What follows belongs to an exercise in optimizing a design on an open flow for small area, a short achievable clock period and few clock cycles; a production flow would make more cautious choices. RTL that was checked went through simulation tests only; none was proved equivalent to the original. Only the layout flow was run in run 2; the RTL was not checked for function there. Power figures rest on the tool's default switching activity, not on a simulated workload.

`flow/standard.sh`:
```
#!/bin/bash
# synth_recipe.tcl (not shown) runs the flow's synth.tcl, then flattens the netlist and writes it again
# the make line also repeats each setting of config.mk as NAME=value (left out here)
make -C /OpenROAD-flow-scripts/flow DESIGN_CONFIG=/design/flow/config.mk WORK_HOME=/design/flow/orfs CLKGATE_MAP_FILE= SYNTH_SCRIPT=/design/flow/synth_recipe.tcl "${@:-finish}"
```
`flow/constraint.sdc`:
```
create_clock -name core_clock -period 13.0 [get_ports {clk}]
set_input_delay 2.6000 -clock core_clock [delete_from_list [all_inputs] [get_ports {clk}]]
set_output_delay 2.6000 -clock core_clock [all_outputs]
set_load 0.01 [all_outputs]
```
`flow/design.v`:
```
`timescale 1ns / 1ps
module control#(parameter m=3, w=220, h=220)(
    input rstn,clk,ready,
    input [(m*m)-1:0] kernel,
    output wire [15:0] img_addr,
    output wire img_rd,
    input [7:0] img_data,
    output wire res_valid,
    output wire [15:0] res_addr,
    output wire [7:0] out,
    output wire finish
    );
    localparam [15:0] ST_ROW   = 16'd220;               
    localparam [15:0] ST_COL   = 16'd1 - 16'd1540;      
    localparam [15:0] RS_SAME  = -16'd880 - 16'd221;    
    localparam [15:0] RS_PREV  = 16'd879 - 16'd221;     
    function [15:0] bk16(input [15:0] x, input [15:0] y);
        reg [15:0] g, p, G, P; integer i, d;
        begin
            g = x & y; p = x ^ y; G = g; P = p;
            for (d = 1; d < 16; d = d * 2)
                for (i = 2*d - 1; i < 16; i = i + 2*d) begin
                    G[i] = G[i] | (P[i] & G[i-d]); P[i] = P[i] & P[i-d];
                end
            for (d = 4; d >= 1; d = d / 2)
                for (i = 3*d - 1; i < 16; i = i + 2*d) begin
                    G[i] = G[i] | (P[i] & G[i-d]); P[i] = P[i] & P[i-d];
                end
            bk16 = p ^ {G[14:0], 1'b0};
        end
    endfunction
    function [11:0] bk12(input [11:0] x, input [11:0] y);
        reg [11:0] g, p, G, P; integer i, d;
        begin
            g = x & y; p = x ^ y; G = g; P = p;
            for (d = 1; d < 12; d = d * 2)
                for (i = 2*d - 1; i < 12; i = i + 2*d) begin
                    G[i] = G[i] | (P[i] & G[i-d]); P[i] = P[i] & P[i-d];
                end
            for (d = 4; d >= 1; d = d / 2)
                for (i = 3*d - 1; i < 12; i = i + 2*d) begin
                    G[i] = G[i] | (P[i] & G[i-d]); P[i] = P[i] & P[i-d];
                end
            bk12 = p ^ {G[10:0], 1'b0};
        end
    endfunction
    function [23:0] csa(input [11:0] x, input [11:0] y, input [11:0] z);
        integer i; reg [1:0] t;
        begin
            csa[23:12] = 12'd0;
            for (i = 0; i < 12; i = i + 1) begin
                t = x[i] + y[i] + z[i];
                csa[i] = t[0];
                if (i < 11) csa[13+i] = t[1];
            end
        end
    endfunction
    function [11:0] rca(input [11:0] x, input [11:0] y, input cin);
        integer i; reg [1:0] t;
        begin
            t[1] = cin;
            for (i = 0; i < 12; i = i + 1) begin
                t = x[i] + y[i] + t[1];
                rca[i] = t[0];
            end
        end
    endfunction
    function [11:0] add3(input [11:0] x, input [11:0] y, input [11:0] z);
        reg [23:0] c;
        begin
            c = csa(x, y, z);
            add3 = bk12(c[11:0], c[23:12]);
        end
    endfunction
    function [11:0] add4(input [11:0] w, input [11:0] x, input [11:0] y, input [11:0] z);
        reg [23:0] c, d;
        begin
            c = csa(w, x, y);
            d = csa(c[11:0], c[23:12], z);
            add4 = bk12(d[11:0], d[23:12]);
        end
    endfunction
    reg        run;
    reg        rd;
    reg [15:0] ra;
    reg [2:0]  rc;           
    reg [7:0]  cc;           
    reg        re;           
    reg        dum;          
    reg        last_strip;
    wire start     = ready & ~run;
    wire strip_end = dum & (rc == 3'd4);
    wire prelast   = ra[15] & ra[6] & ~ra[4] & ~ra[3];
    wire run_end   = last_strip & (cc == 8'd219) & (rc == 3'd3);
    wire [2:0] rc_nx = strip_end ? 3'd0 : rc + 3'd1;
    wire last_nx   = last_strip | (strip_end & prelast);
    assign img_rd   = rd;
    assign img_addr = ra;
    always @(posedge clk) begin
        if (!rstn) begin
            run <= 1'b0;
            rd  <= 1'b0;
        end else if (start) begin
            run <= 1'b1;
            rd  <= 1'b1;
        end else begin
            if (run_end) run <= 1'b0;
            rd <= run & ~run_end & ~(last_nx & rc_nx[2]);
        end
    end
    always @(posedge clk) begin
        if (start) begin
            ra <= 16'd0;
            rc <= 3'd0;
            cc <= 8'd0;
            re <= 1'b0;
            dum <= 1'b0;
            last_strip <= 1'b0;
        end else begin
            rc <= rc_nx;
            re <= (rc == 3'd6);
            ra <= bk16(ra, re ? ST_COL : ST_ROW);
            if (re) begin
                cc <= cc + 8'd1;
                dum <= (cc == 8'd219);
            end else if (strip_end) begin
                cc <= 8'd0;
                dum <= 1'b0;
            end
            last_strip <= last_nx;
        end
    end
    reg [15:0] rs;
    always @(posedge clk) rs <= bk16(ra, rc[2] ? RS_SAME : RS_PREV);
    assign res_addr = rs;
    wire rv = run & (rc >= 3'd2) & (cc >= 8'd2) & ~dum & ~(last_strip & rc[2]);
    reg [8:0] kr;
    always @(posedge clk) kr <= kernel;
    reg [7:0] sr [0:16];
    integer i;
    always @(posedge clk) begin
        sr[0] <= img_data;
        for (i = 1; i <= 16; i = i + 1) sr[i] <= sr[i-1];
    end
    wire [7:0] p2 = sr[0];
    wire [7:0] p1 = sr[8];
    wire [7:0] p0 = sr[16];
    wire [7:0] m0 = p0 & {8{kr[0]}}, m1 = p1 & {8{kr[1]}}, m2 = p2 & {8{kr[2]}};
    wire [7:0] m3 = p0 & {8{kr[3]}}, m4 = p1 & {8{kr[4]}}, m5 = p2 & {8{kr[5]}};
    wire [7:0] m6 = p0 & {8{kr[6]}}, m7 = p1 & {8{kr[7]}}, m8 = p2 & {8{kr[8]}};
    wire [11:0] s0 = add3(m0, m1, m2);
    wire [11:0] s1 = add4(a0, m3, m4, m5);
    wire [11:0] s2 = add4(a1, m6, m7, m8);
    reg [9:0]  a0;
    reg [10:0] a1;
    reg [11:0] ws;
    always @(posedge clk) begin
        a0 <= s0[9:0];
        a1 <= s1[10:0];
        ws <= s2;
    end
    wire [11:0] hl12 = rca({6'd0, ws[11:6]}, {6'd0, ws[5:0]}, 1'b0);
    wire [6:0] hl = hl12[6:0];
    reg  [3:0] f;
    always @* begin
        case (hl)
            7'd0: f = 4'd0;
            7'd1: f = 4'd0;
            7'd2: f = 4'd0;
            7'd3: f = 4'd0;
            7'd4: f = 4'd0;
            7'd5: f = 4'd0;
            7'd6: f = 4'd0;
            7'd7: f = 4'd0;
            7'd8: f = 4'd0;
            7'd9: f = 4'd1;
            7'd10: f = 4'd1;
            7'd11: f = 4'd1;
            7'd12: f = 4'd1;
            7'd13: f = 4'd1;
            7'd14: f = 4'd1;
            7'd15: f = 4'd1;
            7'd16: f = 4'd1;
            7'd17: f = 4'd1;
            7'd18: f = 4'd2;
            7'd19: f = 4'd2;
            7'd20: f = 4'd2;
            7'd21: f = 4'd2;
            7'd22: f = 4'd2;
            7'd23: f = 4'd2;
            7'd24: f = 4'd2;
            7'd25: f = 4'd2;
            7'd26: f = 4'd2;
            7'd27: f = 4'd3;
            7'd28: f = 4'd3;
            7'd29: f = 4'd3;
            7'd30: f = 4'd3;
            7'd31: f = 4'd3;
            7'd32: f = 4'd3;
            7'd33: f = 4'd3;
            7'd34: f = 4'd3;
            7'd35: f = 4'd3;
            7'd36: f = 4'd4;
            7'd37: f = 4'd4;
            7'd38: f = 4'd4;
            7'd39: f = 4'd4;
            7'd40: f = 4'd4;
            7'd41: f = 4'd4;
            7'd42: f = 4'd4;
            7'd43: f = 4'd4;
            7'd44: f = 4'd4;
            7'd45: f = 4'd5;
            7'd46: f = 4'd5;
            7'd47: f = 4'd5;
            7'd48: f = 4'd5;
            7'd49: f = 4'd5;
            7'd50: f = 4'd5;
            7'd51: f = 4'd5;
            7'd52: f = 4'd5;
            7'd53: f = 4'd5;
            7'd54: f = 4'd6;
            7'd55: f = 4'd6;
            7'd56: f = 4'd6;
            7'd57: f = 4'd6;
            7'd58: f = 4'd6;
            7'd59: f = 4'd6;
            7'd60: f = 4'd6;
            7'd61: f = 4'd6;
            7'd62: f = 4'd6;
            7'd63: f = 4'd7;
            7'd64: f = 4'd7;
            7'd65: f = 4'd7;
            7'd66: f = 4'd7;
            7'd67: f = 4'd7;
            7'd68: f = 4'd7;
            7'd69: f = 4'd7;
            7'd70: f = 4'd7;
            7'd71: f = 4'd7;
            7'd72: f = 4'd8;
            7'd73: f = 4'd8;
            7'd74: f = 4'd8;
            7'd75: f = 4'd8;
            7'd76: f = 4'd8;
            7'd77: f = 4'd8;
            7'd78: f = 4'd8;
            7'd79: f = 4'd8;
            7'd80: f = 4'd8;
            7'd81: f = 4'd9;
            7'd82: f = 4'd9;
            7'd83: f = 4'd9;
            7'd84: f = 4'd9;
            7'd85: f = 4'd9;
            7'd86: f = 4'd9;
            7'd87: f = 4'd9;
            7'd88: f = 4'd9;
            7'd89: f = 4'd9;
            7'd90: f = 4'd10;
            7'd91: f = 4'd10;
            7'd92: f = 4'd10;
            7'd93: f = 4'd10;
            7'd94: f = 4'd10;
            7'd95: f = 4'd10;
            7'd96: f = 4'd10;
            7'd97: f = 4'd10;
            7'd98: f = 4'd10;
            default: f = 4'd0;
        endcase
    end
    reg  [3:0] f_r;
    reg  [5:0] h_r;
    always @(posedge clk) begin
        f_r <= f;
        h_r <= ws[11:6];
    end
    reg [7:0] q_r;
    wire [11:0] h7 = rca({1'b0, h_r, 3'b0}, {2'b11, ~h_r}, 1'b1);
    wire [11:0] q  = rca(h7, {8'd0, f_r}, 1'b0);
    always @(posedge clk) q_r <= q[7:0];
    assign out = q_r;
    reg [4:0] vp;
    reg       fin;
    always @(posedge clk) begin
        if (!rstn) begin vp <= 0; fin <= 1'b0; end
        else begin vp <= {vp[3:0], rv}; fin <= vp[3] & ~vp[2] & ~run; end
    end
    assign res_valid = vp[4];
    assign finish = fin;
endmodule
```
`flow/flow/run.sh`:
```
#!/bin/bash
# Standard ORFS layout (the standard.sh, unchanged synthesis), with
# buf_2 port buffers and a smaller clock tree.
set -euo pipefail
export BUFFER_PORTS_ARGS="-buffer_cell sky130_fd_sc_hd__buf_2"
export CTS_ARGS="-sink_clustering_enable -repair_clock_nets -root_buf sky130_fd_sc_hd__clkbuf_16 -buf_list {sky130_fd_sc_hd__clkbuf_8 sky130_fd_sc_hd__clkbuf_16} -sink_clustering_size 30 -sink_clustering_max_diameter 100 -dont_use_dummy_load"
export SETUP_SLACK_MARGIN=9.3
bash standard.sh > standard.log 2>&1
```
`flow/config.mk`:
```
export PLATFORM = sky130hd
export DESIGN_NAME = control
export DESIGN_NICKNAME = control
export VERILOG_FILES = /design/flow/design.v
export SDC_FILE = /design/flow/constraint.sdc
export NUM_CORES = 4
export LEC_CHECK = 0
export CAP_MARGIN = 20
export CORE_MARGIN = 2
export CORE_UTILIZATION = 40
export SLEW_MARGIN = 20
```
==> results of run 1 <==
-- kinds of logic after synthesis --
family / count (synthesis)
simple gates: 156
flops: 250
compound gates: 69
fa+ha+maj: 133
buf+inv: 91
xor+xnor: 29
mux: 3
-- per-stage QoR --
| stage | total power (W) | hold WS [ns] | cell area [sq um] | cells |
|---|---|---|---|---|
| after floorplan | 0.001582 | 0.3096 | 9080 | 731 |
| after global placement | 0.001752 | 0.3098 | 9736 | 1073 |
| after detailed placement | 0.001772 | 0.3121 | 9736 | 1073 |
| after CTS | 0.002167 | 0.2877 | 10050 | 1085 |
| after global routing | 0.002344 | 0.2934 | 10050 | 1085 |
| final | 0.002129 | 0.2823 | 10050 | 1085 |
-- area by class of cell --
class	instances	area, sq um
Clock buffer	12	300.3
Fill cell	2091	12380
Inverter	84	315.3
Multi-Input combinational cell	390	3734
Sequential cell	250	5024
Tap cell	285	356.6
Timing Repair Buffer	64	325.3
-- registers in the layout, indices dropped and copies added, names as in the netlist, 4 cells and up --
name / count
sr: 136
ra: 16
rs: 16
ws: 12
a1: 11
a0: 10
kr: 9
cc: 8
q_r: 8
h_r: 6
vp: 5
f_r: 4
-- power by group through the flow --
| stage | combinational, W | clock, W | sequential [W] |
|---|---|---|---|
| global placement | 0.000746 | 0 | 0.00101 |
| finish | 0.000755 | 0.000384 | 0.000991 |
| global route | 0.000902 | 0.000432 | 0.00101 |
| floorplan | 0.000570 | 0 | 0.00101 |
| CTS | 0.000770 | 0.000404 | 0.000993 |
| detailed placement | 0.000763 | 0 | 0.00101 |
-- path summary, 6_finish.rpt --
check	from	depth (start not counted)	to	slack (ns)
max reg2reg	kr[4]	13	a1[9]	9.53
min reg2reg	sr[4][7]	0	sr[5][7]	0.28
max	ra[9]	1	img_addr[9]	9.37
min	sr[4][7]	0	sr[5][7]	0.28
-- what timing repair did --
item | CTS | global route
setup endpoints to repair | 9 | 6
gates resized for setup | 9 | 5
pin swaps | 0 | 1
-- metal layers --
metal	up-vias	track usage (%)	share of wire, %	wire [um]
met5	-	0	0	0
li1	2454	-	-	-
met1	2264	16.82	52	6724
met3	17	2.017	3.7	480
met4	0	2.778	2.0	262
met2	75	17.98	43	5587
-- cells in the final DEF (no fill, tap or decap), drive strengths merged, types with 2 or more instances in the layout --
cell and n:
a211oi 2, a21boi 3, a21o 11, a21oi 19, a31o 3, a31oi 3, and2 66, and3 2
buf 64, clkbuf 12, dfxtp 250, fa 66, ha 67, inv 84, mux2 2, nand2 35
nand2b 3, nand3 5, nand3b 3, nor2 22, nor2b 4, nor3 3, nor4 4, o211ai 2
o21a 2, o21ai 13, o311ai 2, or2 3, xnor2 18, xor2 11
-- Yosys cell counts (all sizes together) (2+ instances only) --
cell type | number | share of area (%)
and2 | 66 | 4.6
nor3 | 3 | 0.17
mux2 | 2 | 0.25
or2 | 3 | 0.21
a31oi | 3 | 0.21
nand3 | 5 | 0.28
nand3b | 3 | 0.25
a21boi | 3 | 0.25
nor2 | 22 | 0.91
xnor2 | 18 | 1.7
nand2b | 3 | 0.21
a21oi | 19 | 1.0
o21a | 2 | 0.17
o211ai | 2 | 0.17
fa | 66 | 15
nand2 | 35 | 1.4
a31o | 3 | 0.29
inv | 84 | 3.5
a21o | 11 | 0.91
nor2b | 4 | 0.28
dfxtp | 250 | 55
nor4 | 4 | 0.28
o311ai | 2 | 0.19
xor2 | 11 | 1.1
a211oi | 2 | 0.17
o21ai | 13 | 0.72
ha | 67 | 9.2
and3 | 2 | 0.14
clkbuf | 7 | 0.29
==> impl_metrics.json, run 1 <==
{
  "chipHeight_um": 154.7,
  "max_cap_violation_count": 0,
  "worst_setup_hold_path_clk_slew_ns": 0.11,
  "drt-pass1-iter-count": 4,
  "synth_xor_xnor_area_share_pct": 2.797,
  "result_of_the_run": "complete, no violations",
  "cts_max_path_buffers": 3,
  "area.growth.synth_to_final_pct": 10.73,
  "relSlewSlack_pct": 48.82,
  "area_of_the_mapped_netlist_sq_um": 9080,
  "final.period_utilization_pct": 27.90,
  "postSynth.topFlopCell": "sky130_fd_sc_hd__dfxtp_1",
  "cpMaxStageDelayCell": "sky130_fd_sc_hd__dfxtp_2",
  "cts.hold.buffers_added": 0,
  "synth_adder_area_share_pct": 23.78,
  "synth_warnings": 2,
  "core-area_sq_um": 22430,
  "achievable-frequency_mhz": 275.7,
  "cpPeakStageDelay_ns": 0.41,
  "worst_setup_path_end_kind": "primary output",
  "synth_mux_area_share_pct": 0.3583,
  "std_cell_rows": 55,
  "synth_simple_gate_area_share_pct": 9.205,
  "first_pass_grt_wire_length_mm": 22.51,
  "post_synthesis_compound_gate_area_fraction_pct": 4.975,
  "critical_path_class": "reg -> out",
  "timing.final.crit_period_ns": 3.627,
  "power.static_leakage_nw": 4.709,
  "yosysSeqAreaShare_pct": 55.12,
  "finalHoldViolCount": 0,
  "initialDrtViolationCount": 168,
  "synth.avg_cell_area_sq_um": 12.42,
  "gr-usage-all-layers_pct": 11.55,
  "cts.root.buffer_cell": "sky130_fd_sc_hd__clkbuf_16",
  "clock_latency_of_the_later_clocked_register_in_the_worst_skew_pair_ns": 0.48,
  "number_of_sinks_on_the_clock_net": 250,
  "cts-buffers-inserted": 12,
  "comb_power_share_pct": 35.4,
  "clock_power_share_pct": 18.0,
  "floorplan.die_area_sq_um": 23920,
  "crit_path_max_fanout": 7,
  "sequentialPowerShare_pct": 46.5,
  "io_buffers": 62,
  "worst_hold_path_type": "reg -> reg",
  "critical_path_arrival_ns": 1.03,
  "power_switching_share_pct": 32.66,
  "initial_cell_density_of_the_core_pct": 40.47,
  "via_count": 4810,
  "final_report_setup_violation_count": 0,
  "drive_above_1_share_pct": 11.88,
  "timing.critical_path.from_type": "register",
  "overall_routed_net_length_mm": 13.05,
  "ys_ff_latch": 250,
  "finalWeightedCongestion": 0.7436,
  "rsz0062_at_grt": "no",
  "crit_family": "flip-flops",
  "net-switching-power_w": 0.0006956,
  "n_antenna_cell": 0,
  "layout_setup_ws_ns": 9.373,
  "post-cts-setup-buffers": 0,
  "top_level_ports": 63,
  "wire_per_inst_um": 12.03,
  "first_global_vias": 4712,
  "worst-slew-pin-transition_ns": 0.7666,
  "post-route-util_pct": 44.82,
  "clock_h_tree_levels": 1,
  "synth_enable_flop_cells": 0,
  "slew_violations": 0,
  "ys_types": 47,
  "power.density_cell_area_nw_per_um2": 211.8,
  "pre_cts_ws_ns": 9.462,
  "grt_overflow": 0,
  "dpl.hpwl_mm": 9.903,
  "critical_path_required_ns": 10.40,
  "internal_power_w": 0.001434,
  "viasPerCell": 4.433,
  "floorplan.die.width_um": 154.7,
  "critical_path_buf_inv_count": 1,
  "fin_nets": 955,
  "irDropWorstVdd_uv": 143.0,
  "synth_top_family_by_area": "adder cells",
  "antenna_left": 0,
  "cts_tree": "done",
  "grt_max_degree": 31,
  "tns_ns": 0,
  "final.setup_skew_ns": 0.04314,
  "critical_path_cell_list": "buf_2",
  "synthesized_netlist_cell_count": 731,
  "synth_async_sr_flop_share_pct": 0,
  "synthesis.nets": 884,
  "remaining_drc_errors": 0,
  "number_of_antenna_violations_at_the_first_check_in_global_routing": 0
}
Testbench counts, summed over its fixed seeds: cycles 391,812.
==> inputs of run 2 (changes only) <==
--- a/flow/design.v
+++ b/flow/design.v
@@ -15,9 +15,13 @@
     localparam [15:0] RS_SAME  = -16'd880 - 16'd221;    
     localparam [15:0] RS_PREV  = 16'd879 - 16'd221;     
     function [15:0] bk16(input [15:0] x, input [15:0] y);
-        reg [15:0] g, p, G, P; integer i, d;
-        begin
-            g = x & y; p = x ^ y; G = g; P = p;
+        reg [15:0] g, p, G, P; integer i, d; reg [1:0] t;
+        begin
+            for (i = 0; i < 16; i = i + 1) begin
+                t = x[i] + y[i];
+                g[i] = t[1]; p[i] = t[0];
+            end
+            G = g; P = p;
             for (d = 1; d < 16; d = d * 2)
                 for (i = 2*d - 1; i < 16; i = i + 2*d) begin
                     G[i] = G[i] | (P[i] & G[i-d]); P[i] = P[i] & P[i-d];
@@ -30,9 +34,13 @@
         end
     endfunction
     function [11:0] bk12(input [11:0] x, input [11:0] y);
-        reg [11:0] g, p, G, P; integer i, d;
-        begin
-            g = x & y; p = x ^ y; G = g; P = p;
+        reg [11:0] g, p, G, P; integer i, d; reg [1:0] t;
+        begin
+            for (i = 0; i < 12; i = i + 1) begin
+                t = x[i] + y[i];
+                g[i] = t[1]; p[i] = t[0];
+            end
+            G = g; P = p;
             for (d = 1; d < 12; d = d * 2)
                 for (i = 2*d - 1; i < 12; i = i + 2*d) begin
                     G[i] = G[i] | (P[i] & G[i-d]); P[i] = P[i] & P[i-d];
==> impl_metrics.json, run 2 <==
{
  "cpMaxStageDelayCell": "sky130_fd_sc_hd__dfxtp_4",
  "rsz0062_at_grt": "no",
  "relSlewSlack_pct": 48.20,
  "std_cell_rows": 55,
  "critical_path_required_ns": 10.40,
  "numPlacedInstances": 1105,
  "drive_above_1_share_pct": 11.18,
  "finalWeightedCongestion": 0.7606,
  "synth.avg_cell_area_sq_um": 12.06,
  "synth_warnings": 2,
  "postSynth.topFlopCell": "sky130_fd_sc_hd__dfxtp_1",
  "largest_register": "sr",
  "comb_power_share_pct": 37.0,
  "slew_violations": 0,
  "largest_register_ffs": 136,
  "worst-slew-pin-transition_ns": 0.7759,
  "viasPerCell": 4.538,
  "critical_path_arrival_ns": 1.03,
  "chipHeight_um": 156.2,
  "drt-pass1-iter-count": 4,
  "critical_path_class": "reg -> out",
  "ys_types": 46,
  "max_cap_violation_count": 0,
  "gr-usage-all-layers_pct": 12.32,
  "clock_power_share_pct": 17.7,
  "synth.top_cells.by_area": "sky130_fd_sc_hd__dfxtp_1, sky130_fd_sc_hd__fa_1, sky130_fd_sc_hd__ha_1",
  "cts.root.buffer_cell": "sky130_fd_sc_hd__clkbuf_16",
  "wire_per_inst_um": 12.71,
  "mostFrequentLayoutCell": "sky130_fd_sc_hd__dfxtp_1",
  "area_of_the_mapped_netlist_sq_um": 9261,
  "power.density_cell_area_nw_per_um2": 215.6,
  "cts_max_path_buffers": 3,
  "crit_family": "flip-flops",
  "synthesis.nets": 921,
  "cts.hold.buffers_added": 0,
  "via_count": 5069,
  "result_of_the_run": "complete, no violations",
  "final.setup_skew_ns": 0.05404,
  "number_of_sinks_on_the_clock_net": 250,
  "synth_top_area_share_pct": 54.04,
  "final_report_setup_violation_count": 0,
  "clock_h_tree_levels": 1,
  "irDropWorstVdd_uv": 117.1,
  "top_level_ports": 63,
  "timing.critical_path.from_type": "register",
  "first_pass_grt_wire_length_mm": 24.43,
  "worst_hold_path_type": "reg -> reg",
  "worst_setup_hold_path_clk_slew_ns": 0.12,
  "synthesized_netlist_cell_count": 768,
  "synth_area_leader_cell": "sky130_fd_sc_hd__dfxtp_1",
  "achievable-frequency_mhz": 275.8,
  "synth_enable_flop_cells": 0,
  "power.static_leakage_nw": 4.715,
  "mostFrequentLayoutCells": "sky130_fd_sc_hd__dfxtp_1, sky130_fd_sc_hd__inv_1, sky130_fd_sc_hd__ha_1, sky130_fd_sc_hd__fa_1, sky130_fd_sc_hd__and2_1",
  "grt_max_degree": 31,
  "clock_latency_of_the_later_clocked_register_in_the_worst_skew_pair_ns": 0.50,
  "grt_overflow": 0,
  "first_global_vias": 5089,
  "power_switching_share_pct": 33.85,
  "tns_ns": 0,
  "crit_path_max_fanout": 8,
  "sequentialPowerShare_pct": 45.3,
  "ys_ff_latch": 250,
  "biggestRegsByFlops": "sr: 136 flops, ra: 16 flops, rs: 16 flops",
  "cts_tree": "done",
  "synthMostInstantiatedCell": "sky130_fd_sc_hd__dfxtp_1",
  "yosysSeqAreaShare_pct": 54.04,
  "net-switching-power_w": 0.0007450,
  "initialDrtViolationCount": 176,
  "overall_routed_net_length_mm": 14.20,
  "n_antenna_cell": 0,
  "synth_top_cells_by_count": "sky130_fd_sc_hd__dfxtp_1, sky130_fd_sc_hd__inv_1, sky130_fd_sc_hd__ha_1",
  "remaining_drc_errors": 0,
  "dpl.hpwl_mm": 10.64,
  "initial_cell_density_of_the_core_pct": 40.78,
  "antenna_left": 0,
  "internal_power_w": 0.001456,
  "finalHoldViolCount": 0,
  "synth_async_sr_flop_share_pct": 0,
  "fin_nets": 987,
  "number_of_antenna_violations_at_the_first_check_in_global_routing": 0,
  "cts-buffers-inserted": 12,
  "post-cts-setup-buffers": 0,
  "floorplan.die_area_sq_um": 24390,
  "critical_path_cell_list": "buf_2",
  "area.growth.synth_to_final_pct": 10.21,
  "floorplan.die.width_um": 156.2,
  "worst_setup_path_end_kind": "primary output",
  "critical_path_buf_inv_count": 1,
  "core-area_sq_um": 22710,
  "final.period_utilization_pct": 27.90,
  "cpPeakStageDelay_ns": 0.43,
  "fin_cells": 1117,
  "timing.final.crit_period_ns": 3.626,
  "io_buffers": 62
}
[run 2: cell types whose count changed in the layout (fill, tap and decap cells not counted), moves of 2 or more]
| cell | before | now |
|---|---|---|
| sky130_fd_sc_hd__and2_1 | 65 | 63 |
| sky130_fd_sc_hd__a21o_1 | 11 | 6 |
| sky130_fd_sc_hd__a21oi_1 | 19 | 25 |
| sky130_fd_sc_hd__nor2_1 | 22 | 27 |
| sky130_fd_sc_hd__nand3_1 | 5 | 10 |
| sky130_fd_sc_hd__nor2b_1 | 4 | 9 |
| sky130_fd_sc_hd__a31o_2 | 2 | 0 |
| sky130_fd_sc_hd__inv_1 | 84 | 89 |
| sky130_fd_sc_hd__or3_1 | 1 | 3 |
| sky130_fd_sc_hd__o221ai_1 | 0 | 2 |
| sky130_fd_sc_hd__nor3_1 | 3 | 5 |
| sky130_fd_sc_hd__nand2_1 | 35 | 44 |
| sky130_fd_sc_hd__o211ai_1 | 2 | 4 |
| sky130_fd_sc_hd__nand4_1 | 1 | 3 |
[run 2: cells by family after synthesis]
group	count (synthesis)	synth area share, %
flip-flops	250	54.04
AND/OR/NAND/NOR	182	10.29
adder cells (fa/ha/maj)	133	23.32
buffers and inverters	101	4.229
AO/OA/AOI/OAI	70	5.026
XOR/XNOR	29	2.742
multiplexers	3	0.3512
[run 2: timing repair]
action,in CTS,in global routing
endpoints found under the setup margin,10,4
resized for setup,10,4
gates cloned,0,0
[run 2: metrics by stage]
step | hold slack, ns | setup slack, ns | total power [W] | util (%) | instance area, sq um
floorplan | 0.3096 | 9.799 | 0.001637 | - | 9261
global placement | 0.3097 | 9.533 | 0.001819 | 43.53 | 9886
detailed placement | 0.3121 | 9.508 | 0.001842 | 43.53 | 9886
CTS | 0.2956 | 9.306 | 0.002239 | 44.91 | 10200
global route | 0.2952 | 9.310 | 0.002414 | 44.95 | 10210
finish | 0.2938 | 9.374 | 0.002201 | 44.95 | 10210
[run 2: layout make-up]
class                   count  area [sq um]
clock buffers              12         300.3
fillers                  2145         12500
inverters                  89         334.1
multi-input cells         417          3865
flip-flops and latches    250          5026
well taps                 285         356.6
repair buffers             64         325.3
[run 2: power by group through the flow]
stage | clock network, W | registers, W | logic, W
global route | 0.000432 | 0.00102 | 0.000965
detailed placement | 0 | 0.00101 | 0.000827
CTS | 0.000405 | 0.00100 | 0.000834
floorplan | 0 | 0.00101 | 0.000625
finish | 0.000389 | 0.000997 | 0.000815
global placement | 0 | 0.00101 | 0.000807
[run 2: worst paths after layout]
check	startpoint	end	slack [ns]	depth (start not counted)
min	sr[7][2]	sr[8][2]	0.29	0
max	ra[3]	img_addr[3]	9.37	1
max reg2reg	ws[6]	f_r[0]	9.71	11
min reg2reg	sr[7][2]	sr[8][2]	0.29	0
[run 2: per-layer routing]
layer / track usage (%) / vias up / share of wire (%)
li1: - / 2557 / -
met1: 16.79 / 2426 / 50
met2: 20.65 / 66 / 45
met3: 1.944 / 20 / 3.0
met4: 2.883 / 0 / 1.9
met5: 0 / - / 0
==> inputs of run 3 (changes only) <==
--- a/flow/design.v
+++ b/flow/design.v
@@ -15,13 +15,9 @@
     localparam [15:0] RS_SAME  = -16'd880 - 16'd221;    
     localparam [15:0] RS_PREV  = 16'd879 - 16'd221;     
     function [15:0] bk16(input [15:0] x, input [15:0] y);
-        reg [15:0] g, p, G, P; integer i, d; reg [1:0] t;
-        begin
-            for (i = 0; i < 16; i = i + 1) begin
-                t = x[i] + y[i];
-                g[i] = t[1]; p[i] = t[0];
-            end
-            G = g; P = p;
+        reg [15:0] g, p, G, P; integer i, d;
+        begin
+            g = x & y; p = x ^ y; G = g; P = p;
             for (d = 1; d < 16; d = d * 2)
                 for (i = 2*d - 1; i < 16; i = i + 2*d) begin
                     G[i] = G[i] | (P[i] & G[i-d]); P[i] = P[i] & P[i-d];
@@ -34,13 +30,9 @@
         end
     endfunction
     function [11:0] bk12(input [11:0] x, input [11:0] y);
-        reg [11:0] g, p, G, P; integer i, d; reg [1:0] t;
-        begin
-            for (i = 0; i < 12; i = i + 1) begin
-                t = x[i] + y[i];
-                g[i] = t[1]; p[i] = t[0];
-            end
-            G = g; P = p;
+        reg [11:0] g, p, G, P; integer i, d;
+        begin
+            g = x & y; p = x ^ y; G = g; P = p;
             for (d = 1; d < 12; d = d * 2)
                 for (i = 2*d - 1; i < 12; i = i + 2*d) begin
                     G[i] = G[i] | (P[i] & G[i-d]); P[i] = P[i] & P[i-d];
==> flow/flow/run.sh (replaced) <==
#!/bin/bash
# The standard layout (standard.sh: unchanged synthesis, floorplan, power
# grid, placement, CTS and routing), run with three settings of its own:
#  - port buffers made from buf_2 cells instead of the default buffer cell;
#  - a clock tree of clkbuf_8/clkbuf_16 cells in clusters of up to 30 sinks,
#    without dummy loads;
set -euo pipefail
export BUFFER_PORTS_ARGS="-buffer_cell sky130_fd_sc_hd__buf_1"
export CTS_ARGS="-sink_clustering_enable -repair_clock_nets -root_buf sky130_fd_sc_hd__clkbuf_16 -buf_list {sky130_fd_sc_hd__clkbuf_8 sky130_fd_sc_hd__clkbuf_16} -sink_clustering_size 30 -sink_clustering_max_diameter 100 -dont_use_dummy_load"
export SETUP_SLACK_MARGIN=9.3
bash standard.sh > standard.log 2>&1
==> impl_metrics.json, run 3 <==
{
  "result_of_the_run": "complete, no violations",
  "initialDrtViolationCount": 133,
  "worst_setup_path_end_kind": "primary output",
  "synth_top_family_by_area": "adder cells",
  "synth_mux_area_share_pct": 0.3583,
  "first_global_vias": 4653,
  "synth_enable_flop_cells": 0,
  "synth_warnings": 2,
  "clock_h_tree_levels": 1,
  "worst_setup_hold_path_clk_slew_ns": 0.11,
  "postSynth.topFlopCell": "sky130_fd_sc_hd__dfxtp_1",
  "synth_async_sr_flop_share_pct": 0,
  "rsz0062_at_grt": "no",
  "via_count": 4798,
  "initial_cell_density_of_the_core_pct": 40.47,
  "power.density_cell_area_nw_per_um2": 213.3,
  "largest_register_ffs": 136,
  "max_cap_violation_count": 0,
  "power_switching_share_pct": 33.12,
  "irDropWorstVdd_uv": 117.3,
  "synth_top_area_share_pct": 55.12,
  "drt-pass1-iter-count": 4,
  "area.growth.synth_to_final_pct": 9.949,
  "post_synthesis_compound_gate_area_fraction_pct": 4.975,
  "wl_met2_mm": 5.633,
  "fin_nets": 955,
  "overall_routed_net_length_mm": 13.16,
  "floorplan.die.width_um": 154.7,
  "achievable-frequency_mhz": 275.1,
  "synth_xor_xnor_area_share_pct": 2.797,
  "grt_overflow": 0,
  "cts.hold.buffers_added": 0,
  "mostFrequentLayoutCells": "sky130_fd_sc_hd__dfxtp_1, sky130_fd_sc_hd__inv_1, sky130_fd_sc_hd__ha_1, sky130_fd_sc_hd__fa_1, sky130_fd_sc_hd__and2_1",
  "numPlacedInstances": 1073,
  "synthesis.nets": 884,
  "cpPeakStageDelay_ns": 0.40,
  "gr-usage-all-layers_pct": 11.30,
  "first_pass_grt_wire_length_mm": 22.10,
  "slew_violations": 0,
  "critical_path_arrival_ns": 1.04,
  "worst-slew-pin-transition_ns": 0.7550,
  "worstSetupPathDepth": 1,
  "yosysSeqAreaShare_pct": 55.12,
  "fin_cells": 1085,
  "relSlewSlack_pct": 49.60,
  "biggestRegsByFlops": "sr: 136 flops, ra: 16 flops, rs: 16 flops",
  "synthMostInstantiatedCell": "sky130_fd_sc_hd__dfxtp_1",
  "antenna_left": 0,
  "cts_max_path_buffers": 3,
  "critical_path_cell_list": "buf_1",
  "core-area_sq_um": 22430,
  "comb_power_share_pct": 35.2,
  "dr_wl_met3_um": 444,
  "grt_max_degree": 31,
  "crit_path_max_fanout": 3,
  "synth_area_leader_cell": "sky130_fd_sc_hd__dfxtp_1",
  "synthesized_netlist_cell_count": 731,
  "chipHeight_um": 154.7,
  "mostFrequentLayoutCell": "sky130_fd_sc_hd__dfxtp_1",
  "routedLengthMet1_mm": 6.795,
  "critical_path_buf_inv_count": 1,
  "tns_ns": 0,
  "cts.root.buffer_cell": "sky130_fd_sc_hd__clkbuf_16",
  "final.setup_skew_ns": 0.04353,
  "synth_adder_area_share_pct": 23.78,
  "net-switching-power_w": 0.0007051,
  "remaining_drc_errors": 0,
  "dpl.hpwl_mm": 9.959,
  "post-cts-setup-buffers": 0,
  "highest_metal_layer_with_signal_wires": "met4",
  "std_cell_rows": 55,
  "synth.avg_cell_area_sq_um": 12.42,
  "final_report_setup_violation_count": 0,
  "synth.top_cells.by_area": "sky130_fd_sc_hd__dfxtp_1, sky130_fd_sc_hd__fa_1, sky130_fd_sc_hd__ha_1",
  "clock_power_share_pct": 18.1,
  "synth_simple_gate_area_share_pct": 9.205,
  "largest_register": "sr",
  "viasPerCell": 4.422,
  "timing.critical_path.from_type": "register",
  "finalWeightedCongestion": 0.7396,
  "ys_types": 47,
  "number_of_antenna_violations_at_the_first_check_in_global_routing": 0,
  "internal_power_w": 0.001424,
  "synth_top_cells_by_count": "sky130_fd_sc_hd__dfxtp_1, sky130_fd_sc_hd__inv_1, sky130_fd_sc_hd__ha_1",
  "top_level_ports": 63,
  "io_buffers": 62,
  "clock_latency_of_the_later_clocked_register_in_the_worst_skew_pair_ns": 0.48,
  "worst_hold_path_type": "reg -> reg",
  "min_path_cells": 0,
  "sequentialPowerShare_pct": 46.6,
  "final.period_utilization_pct": 27.97,
  "critical_path_required_ns": 10.40,
  "finalHoldViolCount": 0,
  "floorplan.die_area_sq_um": 23920,
  "number_of_sinks_on_the_clock_net": 250,
  "wire_per_inst_um": 12.13,
  "drive_above_1_share_pct": 4.250,
  "critical_path_class": "reg -> out",
  "r2r_cell_count": 12,
  "area_of_the_mapped_netlist_sq_um": 9080,
  "ys_ff_latch": 250,
  "cpMaxStageDelayCell": "sky130_fd_sc_hd__dfxtp_1",
  "timing.final.crit_period_ns": 3.636,
  "cts-buffers-inserted": 12,
  "n_antenna_cell": 0,
  "crit_family": "flip-flops",
  "cts_tree": "done",
  "power.static_leakage_nw": 4.516
}
==> run 3: changes by cell type in the layout (fill, tap and decap cells not counted), moves of 5 or more <==
| cell | delta |
|---|---|
| sky130_fd_sc_hd__buf_2 | -62 |
| sky130_fd_sc_hd__buf_1 | +61 |
| sky130_fd_sc_hd__nand2_1 | -9 |
| sky130_fd_sc_hd__a21oi_1 | -6 |
| sky130_fd_sc_hd__a21o_1 | +5 |
| sky130_fd_sc_hd__inv_1 | -5 |
| sky130_fd_sc_hd__nand3_1 | -5 |
| sky130_fd_sc_hd__nor2_1 | -5 |
| sky130_fd_sc_hd__nor2b_1 | -5 |
==> run 3: repair_timing <==
action / 4_1_cts / 5_1_grt
gates resized for setup: 10 / 8
endpoints found under the setup margin: 10 / 9
pin swaps: 0 / 1
==> run 3: path summary, 6_finish.rpt <==
check                     end  startpoint  slack, ns
setup / recovery  img_addr[0]       ra[0]       9.36
setup reg to reg       ra[15]          re       9.54
hold reg to reg      sr[7][7]    sr[6][7]       0.27
hold / removal       sr[7][7]    sr[6][7]       0.27
==> run 3: logic make-up (layout without fill, tap and decap cells) <==
kind of cell | count (synthesis) | in the layout
XOR/XNOR | 29 | 29
multiplexers | 3 | 3
AND/OR/NAND/NOR | 156 | 156
adder cells (fa/ha/maj) | 133 | 133
AO/OA/AOI/OAI | 69 | 69
buffers and inverters | 91 | 160
flip-flops | 250 | 250
==> run 3: area by class of cell <==
class / count / area (sq um)
fill: 2104 / 12450
sequential: 250 / 5029
multi-input combinational: 390 / 3734
tap: 285 / 356.6
inverter: 84 / 315.3
clock buffer: 12 / 300.3
timing repair buffer: 64 / 249.0
==> run 3: power by group through the flow <==
stage | Combinational (W) | Sequential (W) | Clock [W]
final | 0.000750 | 0.000993 | 0.000386
after global routing | 0.000887 | 0.00101 | 0.000427
after CTS | 0.000766 | 0.000994 | 0.000404
after detailed placement | 0.000759 | 0.00101 | 0
after global placement | 0.000733 | 0.00101 | 0
after floorplan | 0.000570 | 0.00101 | 0
==> run 3: through the flow <==
stage | power [W] | util (%) | hold slack, ns | instance area, sq um | setup WS (ns)
after detailed placement | 0.001769 | 43.05 | 0.3121 | 9658 | 9.441
after CTS | 0.002164 | 44.45 | 0.2728 | 9971 | 9.318
final | 0.002129 | 44.50 | 0.2740 | 9983 | 9.364
after global placement | 0.001741 | 43.05 | 0.3099 | 9658 | 9.512
after floorplan | 0.001582 | - | 0.3096 | 9080 | 9.564
after global routing | 0.002324 | 44.50 | 0.2683 | 9983 | 9.304
==> run 3: worst register-to-register path, stage by stage, from the launching register on <==
cell	delay (ns)
sky130_fd_sc_hd__dfxtp_1	0.31
sky130_fd_sc_hd__buf_4	0.21
sky130_fd_sc_hd__ha_1	0.22
sky130_fd_sc_hd__ha_1	0.20
sky130_fd_sc_hd__or4_1	0.55
sky130_fd_sc_hd__a2111o_1	0.43
sky130_fd_sc_hd__a21o_1	0.21
sky130_fd_sc_hd__a41o_1	0.27
sky130_fd_sc_hd__a31o_1	0.23
sky130_fd_sc_hd__fa_1	0.37
sky130_fd_sc_hd__xor2_1	0.18
sky130_fd_sc_hd__xnor2_1	0.14
sky130_fd_sc_hd__nor2_1	0.05
==> run 3: per-layer routing <==
layer	vias to the layer above	global-route usage, %
li1	2454	-
met1	2262	16.03
met2	64	17.88
met3	18	2.101
met4	0	2.954
met5	-	0
Testbench counts of run 3, summed over its fixed seeds: cycles 391,812.
==> inputs of run 4 (changes only) <==
--- a/flow/flow/run.sh
+++ b/flow/flow/run.sh
@@ -5,7 +5,7 @@
 #  - a clock tree of clkbuf_8/clkbuf_16 cells in clusters of up to 30 sinks,
 #    without dummy loads;
 set -euo pipefail
-export BUFFER_PORTS_ARGS="-buffer_cell sky130_fd_sc_hd__buf_1"
+export BUFFER_PORTS_ARGS="-buffer_cell sky130_fd_sc_hd__buf_2"
 export CTS_ARGS="-sink_clustering_enable -repair_clock_nets -root_buf sky130_fd_sc_hd__clkbuf_16 -buf_list {sky130_fd_sc_hd__clkbuf_8 sky130_fd_sc_hd__clkbuf_16} -sink_clustering_size 30 -sink_clustering_max_diameter 100 -dont_use_dummy_load"
 export SETUP_SLACK_MARGIN=9.3
 bash standard.sh > standard.log 2>&1
==> impl_metrics.json, run 4 <==
{
  "result_of_the_run": "complete, no violations",
  "cts-buffers-inserted": 12,
  "cpMaxStageDelayCell": "sky130_fd_sc_hd__dfxtp_2",
  "final.setup_skew_ns": 0.04314,
  "n_antenna_cell": 0,
  "synth_top_area_share_pct": 55.12,
  "internal_power_w": 0.001434,
  "synth_area_leader_cell": "sky130_fd_sc_hd__dfxtp_1",
  "remaining_drc_errors": 0,
  "fin_cells": 1085,
  "synthesized_netlist_cell_count": 731,
  "fin_nets": 955,
  "io_buffers": 62,
  "crit_family": "flip-flops",
  "clock_latency_of_the_later_clocked_register_in_the_worst_skew_pair_ns": 0.48,
  "synth_async_sr_flop_share_pct": 0,
  "post-cts-setup-buffers": 0,
  "largest_register_ffs": 136,
  "final_area_sq_um": 10050,
  "viasPerCell": 4.433,
  "max_cap_violation_count": 0,
  "worst_hold_path_type": "reg -> reg",
  "holdWs_ns": 0.2823,
  "sequentialPowerShare_pct": 46.5,
  "worst_setup_path_end_kind": "primary output",
  "area.growth.synth_to_final_pct": 10.73,
  "ys_types": 47,
  "synthesis.nets": 884,
  "crit_path_max_fanout": 7,
  "number_of_sinks_on_the_clock_net": 250,
  "slew_violations": 0,
  "dpl.hpwl_mm": 9.903,
  "worst-slew-pin-transition_ns": 0.7666,
  "first_global_vias": 4712,
  "dr_wl_met3_um": 480,
  "worst_setup_hold_path_clk_slew_ns": 0.11,
  "relSlewSlack_pct": 48.82,
  "comb_power_share_pct": 35.4,
  "critical_path_class": "reg -> out",
  "wire_per_inst_um": 12.03,
  "wl_met2_mm": 5.587,
  "biggestRegsByFlops": "sr: 136 flops, ra: 16 flops, rs: 16 flops",
  "floorplan.die_area_sq_um": 23920,
  "net-switching-power_w": 0.0006956,
  "numPlacedInstances": 1073,
  "grt_overflow": 0,
  "std_cell_rows": 55,
  "critical_path_cell_list": "buf_2",
  "final_report_setup_violation_count": 0,
  "grt_max_degree": 31,
  "highest_metal_layer_with_signal_wires": "met4",
  "top_level_ports": 63,
  "synth_warnings": 2,
  "synth.avg_cell_area_sq_um": 12.42,
  "first_pass_grt_wire_length_mm": 22.51,
  "drive_above_1_share_pct": 11.88,
  "floorplan.die.width_um": 154.7,
  "via_count": 4810,
  "overall_routed_net_length_mm": 13.05,
  "cts_tree": "done",
  "rsz0062_at_grt": "no",
  "initial_cell_density_of_the_core_pct": 40.47,
  "finalHoldViolCount": 0,
  "finalWeightedCongestion": 0.7436,
  "synth_top_cells_by_count": "sky130_fd_sc_hd__dfxtp_1, sky130_fd_sc_hd__inv_1, sky130_fd_sc_hd__ha_1",
  "critical_path_required_ns": 10.40,
  "chipHeight_um": 154.7,
  "cpPeakStageDelay_ns": 0.41,
  "drt-pass1-iter-count": 4,
  "routedLengthMet1_mm": 6.724,
  "ys_ff_latch": 250,
  "core-area_sq_um": 22430,
  "critical_path_arrival_ns": 1.03,
  "timing.critical_path.from_type": "register",
  "irDropWorstVdd_uv": 143.0,
  "power.static_leakage_nw": 4.709,
  "gr-usage-all-layers_pct": 11.55,
  "mostFrequentLayoutCells": "sky130_fd_sc_hd__dfxtp_1, sky130_fd_sc_hd__inv_1, sky130_fd_sc_hd__ha_1, sky130_fd_sc_hd__fa_1, sky130_fd_sc_hd__and2_1",
  "cts_max_path_buffers": 3,
  "mostFrequentLayoutCell": "sky130_fd_sc_hd__dfxtp_1",
  "clock_power_share_pct": 18.0,
  "antenna_left": 0,
  "clock_h_tree_levels": 1,
  "synth_enable_flop_cells": 0,
  "critical_path_buf_inv_count": 1,
  "yosysSeqAreaShare_pct": 55.12,
  "postSynth.topFlopCell": "sky130_fd_sc_hd__dfxtp_1",
  "area_of_the_mapped_netlist_sq_um": 9080,
  "final.period_utilization_pct": 27.90,
  "power_switching_share_pct": 32.66,
  "post-route-util_pct": 44.82,
  "achievable-frequency_mhz": 275.7,
  "timing.final.crit_period_ns": 3.627,
  "cts.root.buffer_cell": "sky130_fd_sc_hd__clkbuf_16",
  "synth.top_cells.by_area": "sky130_fd_sc_hd__dfxtp_1, sky130_fd_sc_hd__fa_1, sky130_fd_sc_hd__ha_1",
  "initialDrtViolationCount": 168,
  "place_area_sq_um": 9736,
  "tns_ns": 0,
  "power.density_cell_area_nw_per_um2": 211.8,
  "synthMostInstantiatedCell": "sky130_fd_sc_hd__dfxtp_1",
  "number_of_antenna_violations_at_the_first_check_in_global_routing": 0,
  "largest_register": "sr"
}
[run 4: cell counts after synthesis]
No cell type changed its count.
[run 4: cell type report]
type / instances / area [sq um]
fillers: 2091 / 12380
flip-flops and latches: 250 / 5024
multi-input cells: 390 / 3734
well taps: 285 / 356.6
repair buffers: 64 / 325.3
inverters: 84 / 315.3
clock buffers: 12 / 300.3
[run 4: repair_timing]
item,4_1_cts,5_1_grt
setup endpoints to repair,9,6
gates cloned,0,0
pin swaps,0,1
gates resized for setup,9,5
hold buffers,0,0
[run 4: final timing paths]
kind | start | end | slack (ns) | cells past startpoint
setup / recovery | ra[9] | img_addr[9] | 9.37 | 1
hold / removal | sr[4][7] | sr[5][7] | 0.28 | 0
setup reg to reg | kr[4] | a1[9] | 9.53 | 13
hold reg to reg | sr[4][7] | sr[5][7] | 0.28 | 0
[run 4: stage by stage]
step	total power (W)	setup WS [ns]
global route	0.002344	9.313
global placement	0.001752	9.518
finish	0.002129	9.373
detailed placement	0.001772	9.462
floorplan	0.001582	9.564
CTS	0.002167	9.304
[run 4: cells by family (layout without fill, tap and decap cells)]
logic type | after synthesis | after routing | share of synthesized area, %
muxes | 3 | 3 | 0.3583
DFF | 250 | 250 | 55.12
AOI/OAI and AO/OA | 69 | 69 | 4.975
xor gates and xnor gates | 29 | 29 | 2.797
adders and majority gates | 133 | 133 | 23.78
and+or+nand+nor | 156 | 156 | 9.205
buffers and inverters | 91 | 160 | 3.762
[run 4: layer usage]
layer / vias up / global-route usage, %
met2: 75 / 17.98
met3: 17 / 2.017
met1: 2264 / 16.82
met5: - / 0
li1: 2454 / -
met4: 0 / 2.778
[run 4: power groups by stage]
stage	registers (W)	clock network (W)	logic (W)
final	0.000991	0.000384	0.000755
after global routing	0.00101	0.000432	0.000902
after CTS	0.000993	0.000404	0.000770
after detailed placement	0.00101	0	0.000763
after global placement	0.00101	0	0.000746
after floorplan	0.00101	0	0.000570
==> inputs of run 5 (changes only) <==
==> flow/flow/run.sh (replaced) <==
#!/bin/bash
# The standard layout (standard.sh: unchanged synthesis, floorplan, power
# grid, placement, CTS and routing), run with three settings of its own:
#  - port buffers made from buf_1 cells instead of the default buffer cell;
#  - a clock tree of clkbuf_8/clkbuf_16 cells in clusters of up to 30 sinks,
#    without dummy loads;
set -euo pipefail
export BUFFER_PORTS_ARGS="-buffer_cell sky130_fd_sc_hd__buf_1"
export CTS_ARGS="-sink_clustering_enable -repair_clock_nets -root_buf sky130_fd_sc_hd__clkbuf_16 -buf_list {sky130_fd_sc_hd__clkbuf_8 sky130_fd_sc_hd__clkbuf_16} -sink_clustering_size 30 -sink_clustering_max_diameter 100 -dont_use_dummy_load"
export SETUP_SLACK_MARGIN=9.3
bash standard.sh > standard.log 2>&1
--- a/flow/config.mk
+++ b/flow/config.mk
@@ -5,6 +5,7 @@
 export SDC_FILE = /design/flow/constraint.sdc
 export NUM_CORES = 4
 export LEC_CHECK = 0
+export ABC_AREA = 1
 export CAP_MARGIN = 20
 export CORE_MARGIN = 2
 export CORE_UTILIZATION = 40
==> impl_metrics.json, run 5 <==
{
  "power.density_cell_area_nw_per_um2": 210.7,
  "critical_path_arrival_ns": 1.04,
  "gr-usage-all-layers_pct": 12.26,
  "clock_latency_of_the_later_clocked_register_in_the_worst_skew_pair_ns": 0.48,
  "final.setup_skew_ns": 0.03181,
  "first_pass_grt_wire_length_mm": 24.63,
  "finalWeightedCongestion": 0.7647,
  "synthesis.nets": 1039,
  "largest_register_ffs": 136,
  "area_of_the_mapped_netlist_sq_um": 9389,
  "synth_area_leader_cell": "sky130_fd_sc_hd__dfxtp_1",
  "cpPeakStageDelay_ns": 0.41,
  "irDropWorstVdd_uv": 96.12,
  "fin_cells": 1264,
  "critical_path_cell_list": "buf_1",
  "chipHeight_um": 157.2,
  "result_of_the_run": "complete, no violations",
  "net-switching-power_w": 0.0007489,
  "initial_cell_density_of_the_core_pct": 40.36,
  "synth_warnings": 2,
  "number_of_sinks_on_the_clock_net": 250,
  "drive_above_1_share_pct": 3.598,
  "core-area_sq_um": 23260,
  "antenna_left": 0,
  "overall_routed_net_length_mm": 14.13,
  "area.growth.synth_to_final_pct": 9.501,
  "dpl.hpwl_mm": 10.84,
  "viasPerCell": 4.196,
  "top_level_ports": 63,
  "synth_top_cells_by_count": "sky130_fd_sc_hd__dfxtp_1, sky130_fd_sc_hd__inv_1, sky130_fd_sc_hd__nand2_1",
  "crit_family": "flip-flops",
  "comb_power_share_pct": 36.3,
  "worst-slew-pin-transition_ns": 0.8647,
  "achievable-frequency_mhz": 275.0,
  "power_switching_share_pct": 34.57,
  "wire_per_inst_um": 11.18,
  "ys_ff_latch": 250,
  "cts_max_path_buffers": 3,
  "io_buffers": 62,
  "n_antenna_cell": 0,
  "grt_overflow": 0,
  "numPlacedInstances": 1252,
  "final_report_setup_violation_count": 0,
  "synthesized_netlist_cell_count": 886,
  "synth.top_cells.by_area": "sky130_fd_sc_hd__dfxtp_1, sky130_fd_sc_hd__fa_1, sky130_fd_sc_hd__ha_1",
  "post-route-util_pct": 44.20,
  "ys_types": 34,
  "timing.final.crit_period_ns": 3.636,
  "crit_path_max_fanout": 8,
  "tns_ns": 0,
  "critical_path_required_ns": 10.40,
  "filler_cell_count": 2244,
  "power.static_leakage_nw": 5.106,
  "biggestRegsByFlops": "sr: 136 flops, ra: 16 flops, rs: 16 flops",
  "clock_h_tree_levels": 1,
  "number_of_antenna_violations_at_the_first_check_in_global_routing": 0,
  "worst_setup_path_end_kind": "primary output",
  "first_global_vias": 5280,
  "timing.critical_path.from_type": "register",
  "synth_top_area_share_pct": 53.30,
  "mostFrequentLayoutCells": "sky130_fd_sc_hd__dfxtp_1, sky130_fd_sc_hd__inv_1, sky130_fd_sc_hd__nand2_1, sky130_fd_sc_hd__ha_1, sky130_fd_sc_hd__fa_1",
  "power_w": 0.002167,
  "postSynth.topFlopCell": "sky130_fd_sc_hd__dfxtp_1",
  "rsz0062_at_grt": "no",
  "worst_hold_path_type": "reg -> reg",
  "cts-buffers-inserted": 12,
  "finalHoldViolCount": 0,
  "sequentialPowerShare_pct": 45.8,
  "slew_violations": 0,
  "remaining_drc_errors": 0,
  "drt-pass1-iter-count": 4,
  "mostFrequentLayoutCell": "sky130_fd_sc_hd__dfxtp_1",
  "multi_input_comb_area_sq_um": 3631,
  "via_count": 5304,
  "critical_path_class": "reg -> out",
  "holdWs_ns": 0.3024,
  "grt_max_degree": 31,
  "cpMaxStageDelayCell": "sky130_fd_sc_hd__dfxtp_4",
  "relSlewSlack_pct": 42.27,
  "largest_register": "sr",
  "synth_enable_flop_cells": 0,
  "internal_power_w": 0.001418,
  "worst_setup_hold_path_clk_slew_ns": 0.11,
  "cts_tree": "done",
  "fin_nets": 1100,
  "floorplan.die_area_sq_um": 24710,
  "std_cell_rows": 56,
  "synth.avg_cell_area_sq_um": 10.60,
  "critical_path_buf_inv_count": 1,
  "synth_async_sr_flop_share_pct": 0,
  "max_cap_violation_count": 0,
  "clock_power_share_pct": 17.9,
  "yosysSeqAreaShare_pct": 53.30,
  "cts.root.buffer_cell": "sky130_fd_sc_hd__clkbuf_16",
  "synthMostInstantiatedCell": "sky130_fd_sc_hd__dfxtp_1",
  "reg_area_sq_um": 5034,
  "floorplan.die.width_um": 157.2,
  "initialDrtViolationCount": 218,
  "final.period_utilization_pct": 27.97
}
==> run 5: cell types whose count changed in the layout (fill, tap and decap cells not counted), moves of 13 or more <==
cell | previous run | this run
sky130_fd_sc_hd__nand2_1 | 35 | 145
sky130_fd_sc_hd__buf_1 | 0 | 61
sky130_fd_sc_hd__nand3_1 | 5 | 26
sky130_fd_sc_hd__and2_1 | 65 | 1
sky130_fd_sc_hd__buf_2 | 62 | 0
sky130_fd_sc_hd__nor2_1 | 22 | 35
sky130_fd_sc_hd__inv_1 | 84 | 181
==> run 5: power by group through the flow <==
stage / Clock (W) / Sequential, W / Combinational, W
after global placement: 0 / 0.00101 / 0.000781
after floorplan: 0 / 0.00101 / 0.000610
after CTS: 0.000408 / 0.000994 / 0.000806
after detailed placement: 0 / 0.00101 / 0.000800
final: 0.000387 / 0.000993 / 0.000787
after global routing: 0.000433 / 0.00101 / 0.000946
==> run 5: metal layers <==
layer | global-route usage [%] | up-vias | wire, um
li1 | - | 2760 | -
met3 | 2.120 | 15 | 449
met1 | 16.52 | 2470 | 6920
met2 | 20.73 | 59 | 6498
met5 | 0 | - | 0
met4 | 2.641 | 0 | 264
==> run 5: cell families (layout without fill, tap and decap cells) <==
kind of cell | after synthesis | count (layout) | synth area share, %
and+or+nand+nor | 227 | 227 | 10.03
AOI/OAI and AO/OA | 52 | 52 | 3.118
xor gates and xnor gates | 27 | 27 | 2.519
DFF | 250 | 250 | 53.30
adders and majority gates | 133 | 133 | 23.00
buffers and inverters | 197 | 256 | 8.022
==> run 5: per-stage QoR <==
step,cell area [sq um],setup WS (ns)
after floorplan,9389,9.862
after global placement,9951,9.462
after detailed placement,9951,9.439
after CTS,10260,9.308
after global routing,10280,9.306
final,10280,9.364
==> run 5: final timing paths <==
kind / startpoint / to / slack (ns) / depth (start not counted)
max: ra[9] / img_addr[9] / 9.36 / 1
min: sr[13][3] / sr[14][3] / 0.30 / 0
max reg2reg: kr[4] / a1[9] / 9.86 / 12
min reg2reg: sr[13][3] / sr[14][3] / 0.30 / 0
==> run 5: cell type report <==
cell class / instances / share of cell area (%)
flip-flops and latches: 250 / 48.96
multi-input cells: 439 / 35.32
inverters: 182 / 6.645
well taps: 319 / 3.882
clock buffers: 12 / 2.921
repair buffers: 62 / 2.276
==> run 5: repair_timing <==
action / in CTS / in global routing
gates cloned: 0 / 0
hold buffers: 0 / 0
resized for setup: 10 / 8
setup buffers: 0 / 0
endpoints found under the setup margin: 10 / 8
pin swaps: 0 / 0
==> inputs of run 6 (changes only) <==
--- a/flow/config.mk
+++ b/flow/config.mk
@@ -5,7 +5,6 @@
 export SDC_FILE = /design/flow/constraint.sdc
 export NUM_CORES = 4
 export LEC_CHECK = 0
-export ABC_AREA = 1
 export CAP_MARGIN = 20
 export CORE_MARGIN = 2
 export CORE_UTILIZATION = 40
==> impl_metrics.json, run 6 <==
{
  "worst-slew-pin-transition_ns": 0.7550,
  "layout_setup_ws_ns": 9.364,
  "area_of_the_mapped_netlist_sq_um": 9080,
  "reg_area_sq_um": 5029,
  "overall_routed_net_length_mm": 13.16,
  "antenna_left": 0,
  "biggestRegsByFlops": "sr: 136 flops, ra: 16 flops, rs: 16 flops",
  "comb_power_share_pct": 35.2,
  "ys_types": 47,
  "critical_path_arrival_ns": 1.04,
  "synthMostInstantiatedCell": "sky130_fd_sc_hd__dfxtp_1",
  "synthesis.nets": 884,
  "rr_startpoint": "re",
  "rsz0062_at_grt": "no",
  "grt_overflow": 0,
  "area.growth.synth_to_final_pct": 9.949,
  "wire_per_inst_um": 12.13,
  "final.period_utilization_pct": 27.97,
  "achievable-frequency_mhz": 275.1,
  "routedLengthMet1_mm": 6.795,
  "initial_cell_density_of_the_core_pct": 40.47,
  "critical_path_class": "reg -> out",
  "place_area_sq_um": 9658,
  "tns_ns": 0,
  "top_level_ports": 63,
  "worst_setup_path_end_kind": "primary output",
  "largest_register_ffs": 136,
  "wl_met2_mm": 5.633,
  "number_of_antenna_violations_at_the_first_check_in_global_routing": 0,
  "initialDrtViolationCount": 133,
  "synth_async_sr_flop_share_pct": 0,
  "relSlewSlack_pct": 49.60,
  "min_to": "sr[7][7]",
  "slew_violations": 0,
  "r2r_cell_count": 12,
  "net-switching-power_w": 0.0007051,
  "drt-pass1-iter-count": 4,
  "highest_metal_layer_with_signal_wires": "met4",
  "reg_to_reg_endpoint": "ra[15]",
  "yosysSeqAreaShare_pct": 55.12,
  "holdWs_ns": 0.2740,
  "fin_nets": 955,
  "floorplan.die_area_sq_um": 23920,
  "filler_cell_count": 2104,
  "dpl.hpwl_mm": 9.959,
  "via_count": 4798,
  "postSynth.topFlopCell": "sky130_fd_sc_hd__dfxtp_1",
  "io_buffers": 62,
  "worstSetupPathDepth": 1,
  "max_cap_violation_count": 0,
  "gr-usage-all-layers_pct": 11.30,
  "grt_max_degree": 31,
  "clock_power_share_pct": 18.1,
  "crit_path_max_fanout": 3,
  "cpPeakStageDelay_ns": 0.40,
  "internal_power_w": 0.001424,
  "cts.hold.buffers_added": 0,
  "cpMaxStageDelayCell": "sky130_fd_sc_hd__dfxtp_1",
  "drive_above_1_share_pct": 4.250,
  "std_cell_rows": 55,
  "final_report_setup_violation_count": 0,
  "cts-buffers-inserted": 12,
  "timing.critical_path.from_type": "register",
  "synthesized_netlist_cell_count": 731,
  "finalHoldViolCount": 0,
  "crit_family": "flip-flops",
  "final.setup_skew_ns": 0.04353,
  "first_global_vias": 4653,
  "timing.final.crit_period_ns": 3.636,
  "floorplan.die.width_um": 154.7,
  "largest_register": "sr",
  "n_antenna_cell": 0,
  "critical_path_buf_inv_count": 1,
  "reg2reg_setup_slack_ns": 9.54,
  "cts_max_path_buffers": 3,
  "mostFrequentLayoutCells": "sky130_fd_sc_hd__dfxtp_1, sky130_fd_sc_hd__inv_1, sky130_fd_sc_hd__ha_1, sky130_fd_sc_hd__fa_1, sky130_fd_sc_hd__and2_1",
  "min_path_cells": 0,
  "synth_warnings": 2,
  "critical_path_cell_list": "buf_1",
  "worst_setup_hold_path_clk_slew_ns": 0.11,
  "result_of_the_run": "complete, no violations",
  "irDropWorstVdd_uv": 117.3,
  "synth_area_leader_cell": "sky130_fd_sc_hd__dfxtp_1",
  "power.static_leakage_nw": 4.516,
  "synth_enable_flop_cells": 0,
  "final_area_sq_um": 9983,
  "synth.avg_cell_area_sq_um": 12.42,
  "synth.top_cells.by_area": "sky130_fd_sc_hd__dfxtp_1, sky130_fd_sc_hd__fa_1, sky130_fd_sc_hd__ha_1",
  "clock_latency_of_the_later_clocked_register_in_the_worst_skew_pair_ns": 0.48,
  "finalWeightedCongestion": 0.7396,
  "remaining_drc_errors": 0,
  "post-cts-setup-buffers": 0,
  "dr_wl_met3_um": 444,
  "synth_top_area_share_pct": 55.12,
  "core-area_sq_um": 22430,
  "hold_path_startpoint": "sr[6][7]",
  "clock_h_tree_levels": 1,
  "pre_cts_ws_ns": 9.441,
  "worst_hold_path_type": "reg -> reg",
  "synth_top_cells_by_count": "sky130_fd_sc_hd__dfxtp_1, sky130_fd_sc_hd__inv_1, sky130_fd_sc_hd__ha_1",
  "chipHeight_um": 154.7,
  "sequentialPowerShare_pct": 46.6,
  "critical_path_required_ns": 10.40,
  "multi_input_comb_area_sq_um": 3734,
  "power_switching_share_pct": 33.12,
  "viasPerCell": 4.422,
  "power.density_cell_area_nw_per_um2": 213.3,
  "first_pass_grt_wire_length_mm": 22.10,
  "ys_ff_latch": 250,
  "cts.root.buffer_cell": "sky130_fd_sc_hd__clkbuf_16",
  "number_of_sinks_on_the_clock_net": 250,
  "mostFrequentLayoutCell": "sky130_fd_sc_hd__dfxtp_1",
  "cts_tree": "done"
}
==> run 6: changes by cell type after synthesis, moves of 3 or more <==
cell / before / now
sky130_fd_sc_hd__nand3_1: 26 / 5
sky130_fd_sc_hd__a21oi_1: 23 / 19
sky130_fd_sc_hd__nor2b_1: 0 / 4
sky130_fd_sc_hd__and2_1: 1 / 65
sky130_fd_sc_hd__nand2b_1: 0 / 3
sky130_fd_sc_hd__nand3b_1: 0 / 3
sky130_fd_sc_hd__inv_1: 181 / 84
sky130_fd_sc_hd__a21o_1: 3 / 11
sky130_fd_sc_hd__nor2_1: 35 / 22
sky130_fd_sc_hd__nand2_1: 145 / 35
sky130_fd_sc_hd__buf_2: 3 / 0
sky130_fd_sc_hd__nor3_1: 7 / 3
==> run 6: layout make-up <==
class                   instances  area share [%]
repair buffers                 64           2.494
clock buffers                  12           3.008
well taps                     285           3.572
multi-input cells             390           37.40
inverters                      84           3.158
flip-flops and latches        250           50.37
==> run 6: power by group through the flow <==
stage          logic, W  registers, W  clock network, W
2_1_floorplan  0.000570       0.00101                 0
3_3_place_gp   0.000733       0.00101                 0
3_5_place_dp   0.000759       0.00101                 0
4_1_cts        0.000766      0.000994          0.000404
5_1_grt        0.000887       0.00101          0.000427
6_report       0.000750      0.000993          0.000386
==> run 6: worst max path at each step <==
stage           from           to  slack [ns]
3_5_place_dp   kr[4]        a1[9]        9.44
2_1_floorplan  ready        cc[0]        9.56
4_1_cts        ra[9]  img_addr[9]        9.32
5_1_grt        ra[0]  img_addr[0]        9.30
6_report       ra[0]  img_addr[0]        9.36
3_3_place_gp   kr[4]        a1[9]        9.51
==> run 6: what timing repair did <==
action	4_1_cts	5_1_grt
pin swaps	0	1
resized for setup	10	8
setup endpoints to repair	10	9
==> run 6: per-stage QoR <==
step                utilization, %  total power [W]  std cells
finish                       44.50         0.002129       1085
global route                 44.50         0.002324       1085
CTS                          44.45         0.002164       1085
detailed placement           43.05         0.001769       1073
global placement             43.05         0.001741       1073
floorplan                        -         0.001582        731
==> run 6: per-layer routing <==
layer	GRT usage (%)	up-vias
met5	0	-
met1	16.03	2262
li1	-	2454
met3	2.101	18
met2	17.88	64
met4	2.954	0
==> run 6: cell families after synthesis <==
group	share of synthesized area (%)
xor gates and xnor gates	2.797
DFF	55.12
and+or+nand+nor	9.205
muxes	0.3583
adders and majority gates	23.78
AOI/OAI and AO/OA	4.975
buffers and inverters	3.762

-- re-timing with driven ports --
The flow's constraints put no driver on any port. The routed layouts listed below were extracted and timed again, unchanged, in two steps. Step 1, drivers: a clkbuf_16 drives clk and a buf_2 each remaining input, both assumed. Step 2 times the ports against the registers' clock, not the clock port: input delays grow and output delays shrink by t, the midpoint of the rising clock arrivals with the driver on. Slacks: ideal ports / drivers / drivers and shift; pairs: ideal ports / drivers.
run | t (ns) | slack for setup (ns) | worst setup path after step 2 | worst slew at a driven data input, ns
run 1 | 0.497 | 9.373 / 9.330 / 9.528 | register to register | 0.03
run 2 | 0.514 | 9.374 / 9.328 / 9.534 | input to register | 0.05
run 3 | 0.508 | 9.364 / 9.321 / 9.539 | register to register | 0.03
run 4 | 0.497 | 9.373 / 9.330 / 9.528 | register to register | 0.03
run 5 | 0.505 | 9.364 / 9.320 / 9.499 | input to register | 0.03
run 6 | 0.508 | 9.364 / 9.321 / 9.539 | register to register | 0.03
After both steps every run listed still meets setup and hold.
